Background: an optimization exercise with open tools, aiming at small area and a short achievable clock period. Do not read the settings as production practice. Function was checked by simulation only, so behaviour that the tests miss may differ from the original.

Setup of old:
## ALU
module ALU(X, B, R, y, valid_in, clk);
    input [15:0] X, B;
    input clk;
    input R;
    input valid_in;
    output reg [38:0] y;
  wire [6:0] yh = y[38:32] & {7{~R}};
  wire [6:0] hi;
  wire n1;
  c_f0 u_n1 (.i0(B[0]), .i1(valid_in), .i2(R), .o0(n1));
  wire n2;
  c_f0 u_n2 (.i0(B[1]), .i1(valid_in), .i2(R), .o0(n2));
  wire n3;
  c_f0 u_n3 (.i0(B[2]), .i1(valid_in), .i2(R), .o0(n3));
  wire n4;
  c_f0 u_n4 (.i0(B[3]), .i1(valid_in), .i2(R), .o0(n4));
  wire n5;
  c_f0 u_n5 (.i0(B[4]), .i1(valid_in), .i2(R), .o0(n5));
  wire n6;
  c_f0 u_n6 (.i0(B[5]), .i1(valid_in), .i2(R), .o0(n6));
  wire n7;
  c_f0 u_n7 (.i0(B[6]), .i1(valid_in), .i2(R), .o0(n7));
  wire n8;
  c_f0 u_n8 (.i0(B[7]), .i1(valid_in), .i2(R), .o0(n8));
  wire n9;
  c_f0 u_n9 (.i0(B[8]), .i1(valid_in), .i2(R), .o0(n9));
  wire n10;
  c_f0 u_n10 (.i0(B[9]), .i1(valid_in), .i2(R), .o0(n10));
  wire n11;
  c_f0 u_n11 (.i0(B[10]), .i1(valid_in), .i2(R), .o0(n11));
  wire n12;
  c_f0 u_n12 (.i0(B[11]), .i1(valid_in), .i2(R), .o0(n12));
  wire n13;
  c_f0 u_n13 (.i0(B[12]), .i1(valid_in), .i2(R), .o0(n13));
  wire n14;
  c_f0 u_n14 (.i0(B[13]), .i1(valid_in), .i2(R), .o0(n14));
  wire n15;
  c_f0 u_n15 (.i0(B[14]), .i1(valid_in), .i2(R), .o0(n15));
  wire n16;
  c_f0 u_n16 (.i0(B[15]), .i1(valid_in), .i2(R), .o0(n16));
  wire n17;
  c_f1 u_n17 (.i0(X[0]), .i1(n1), .o0(n17));
  wire n18;
  c_f1 u_n18 (.i0(X[0]), .i1(n2), .o0(n18));
  wire n19;
  c_f1 u_n19 (.i0(X[0]), .i1(n3), .o0(n19));
  wire n20;
  c_f1 u_n20 (.i0(X[0]), .i1(n4), .o0(n20));
  wire n21;
  c_f1 u_n21 (.i0(X[0]), .i1(n5), .o0(n21));
  wire n22;
  c_f1 u_n22 (.i0(X[0]), .i1(n6), .o0(n22));
  wire n23;
  c_f1 u_n23 (.i0(X[0]), .i1(n7), .o0(n23));
  wire n24;
  c_f1 u_n24 (.i0(X[0]), .i1(n8), .o0(n24));
  wire n25;
  c_f1 u_n25 (.i0(X[0]), .i1(n9), .o0(n25));
  wire n26;
  c_f1 u_n26 (.i0(X[0]), .i1(n10), .o0(n26));
  wire n27;
  c_f1 u_n27 (.i0(X[0]), .i1(n11), .o0(n27));
  wire n28;
  c_f1 u_n28 (.i0(X[0]), .i1(n12), .o0(n28));
  wire n29;
  c_f1 u_n29 (.i0(X[0]), .i1(n13), .o0(n29));
  wire n30;
  c_f1 u_n30 (.i0(X[0]), .i1(n14), .o0(n30));
  wire n31;
  c_f1 u_n31 (.i0(X[0]), .i1(n15), .o0(n31));
  wire n32;
  c_f1 u_n32 (.i0(X[0]), .i1(n16), .o0(n32));
  wire n33;
  c_f1 u_n33 (.i0(X[1]), .i1(n1), .o0(n33));
  wire n34;
  c_f1 u_n34 (.i0(X[1]), .i1(n2), .o0(n34));
  ...
Settings: LEC_CHECK=0, CAP_MARGIN=5, CORE_MARGIN=2, CORE_UTILIZATION=40, PLACE_DENSITY=0.8, SETUP_SLACK_MARGIN=3, SLEW_MARGIN=5, SYNTH_HIERARCHICAL=1, SYNTH_MINIMUM_KEEP_SIZE=0; clock period 10.0 ns.
standard.sh (not shown) runs the stock make flow with config.mk's settings and CLKGATE_MAP_FILE= SYNTH_SCRIPT=/design/flow/synth_recipe.tcl, a recipe that flattens the netlist after the stock synthesis.
==> flow/flow/run.sh <==
#!/bin/bash
# The standard layout, with every input and output port buffered by a
# plain buffer (buf_1) instead of the default delay-cell buffer; the
# resizer may then size these buffers like any other.
set -euo pipefail
cd "$(dirname "$0")/.."
export BUFFER_PORTS_ARGS="-buffer_cell sky130_fd_sc_hd__buf_1"
bash standard.sh > flow_standard.log 2>&1
The following lists how new was set up differently from old:
Settings: changing CAP_MARGIN from 5 to 20; changing SLEW_MARGIN from 5 to 20.
==> flow/flow/run.sh <==
#!/bin/bash
# The standard layout, with every input and output port buffered by a
# plain buffer (buf_2) instead of the default delay-cell buffer; the
# resizer may then size these buffers like any other.
set -euo pipefail
cd "$(dirname "$0")/.."
export BUFFER_PORTS_ARGS="-buffer_cell sky130_fd_sc_hd__buf_2"
bash standard.sh > flow_standard.log 2>&1
Results
The run with more setup slack is old; new has less. Taking old as the reference, in new aggregate global-route resource usage stayed essentially flat; sequential share of layout area flat; via-per-instance ratio moved down; transition time at the pin with the least slew margin went down by 110 ps. new: non-clock buffer count about 0.9% above old. Number of instances in the synthesized netlist delta (old -> new): insignificant. Reported for new and old, total count of max-transition violations in the final report turned out identical to the last digit. new and old ended up with roughly the same final design area excluding fillers.

========
ALU, a different RTL version from the one above (not shown whole).
Size: about 39 flip-flops, about 74 I/O pins, roughly 9600 sq um of cells after synthesis.
Settings: LEC_CHECK=0, CAP_MARGIN=20, CORE_MARGIN=2, CORE_UTILIZATION=40, PLACE_DENSITY=0.8, SETUP_SLACK_MARGIN=2.25, SLEW_MARGIN=20, SYNTH_HIERARCHICAL=1, SYNTH_MINIMUM_KEEP_SIZE=0; clock period 10.0 ns.
==> flow/flow/run.sh <==
#!/bin/bash
# The standard layout, with every input and output port buffered by a
# plain buffer (buf_1) instead of the default delay-cell buffer; the
# resizer may then size these buffers like any other.
set -euo pipefail
cd "$(dirname "$0")/.."
export BUFFER_PORTS_ARGS="-buffer_cell sky130_fd_sc_hd__buf_1"
bash standard.sh > flow_standard.log 2>&1
The first run passed the timing, design-rule and antenna checks.
Then changed:
SETUP_SLACK_MARGIN = 3   (was 2.25)
The changed run finished with timing, DRC and antenna clean; core utilization increases by 2.7 points; setup slack improves by 0.56 ns; wire length increases by 3.8%; final cell count increases by 2.2%.

[afterwards: timing with drivers on the ports]
In the flow no input, the clock included, has a driving cell. The finished layouts below were timed again as built, in two steps. Step 1, drivers: a clkbuf_16 drives clk and a buf_2 each remaining input, both assumed. Step 2 moves the port delays by t, midway between the first and last clock arrival at a register: inputs arrive t later, outputs are due t later. That takes back most of the time a late clock gives input paths. Three values: ideal ports, drivers, drivers and shift; two values: the first two.
run	t, ns	setup WS [ns]	worst hold slack (ns)
old	0.344	3.006 / 2.879 / 2.536	0.556 / 0.556 / 0.556
new	0.346	2.927 / 2.799 / 2.453	0.544 / 0.544 / 0.544
the first run of note 2	0.348	2.458 / 2.479 / 2.130	0.539 / 0.539 / 0.539
the second run of note 2	0.341	3.019 / 2.984 / 2.644	0.538 / 0.538 / 0.538
After both steps every run listed still meets setup and hold. For new, which loses most, drivers alone change the setup slack by -0.128 ns; drivers and shift together by -0.474 ns.
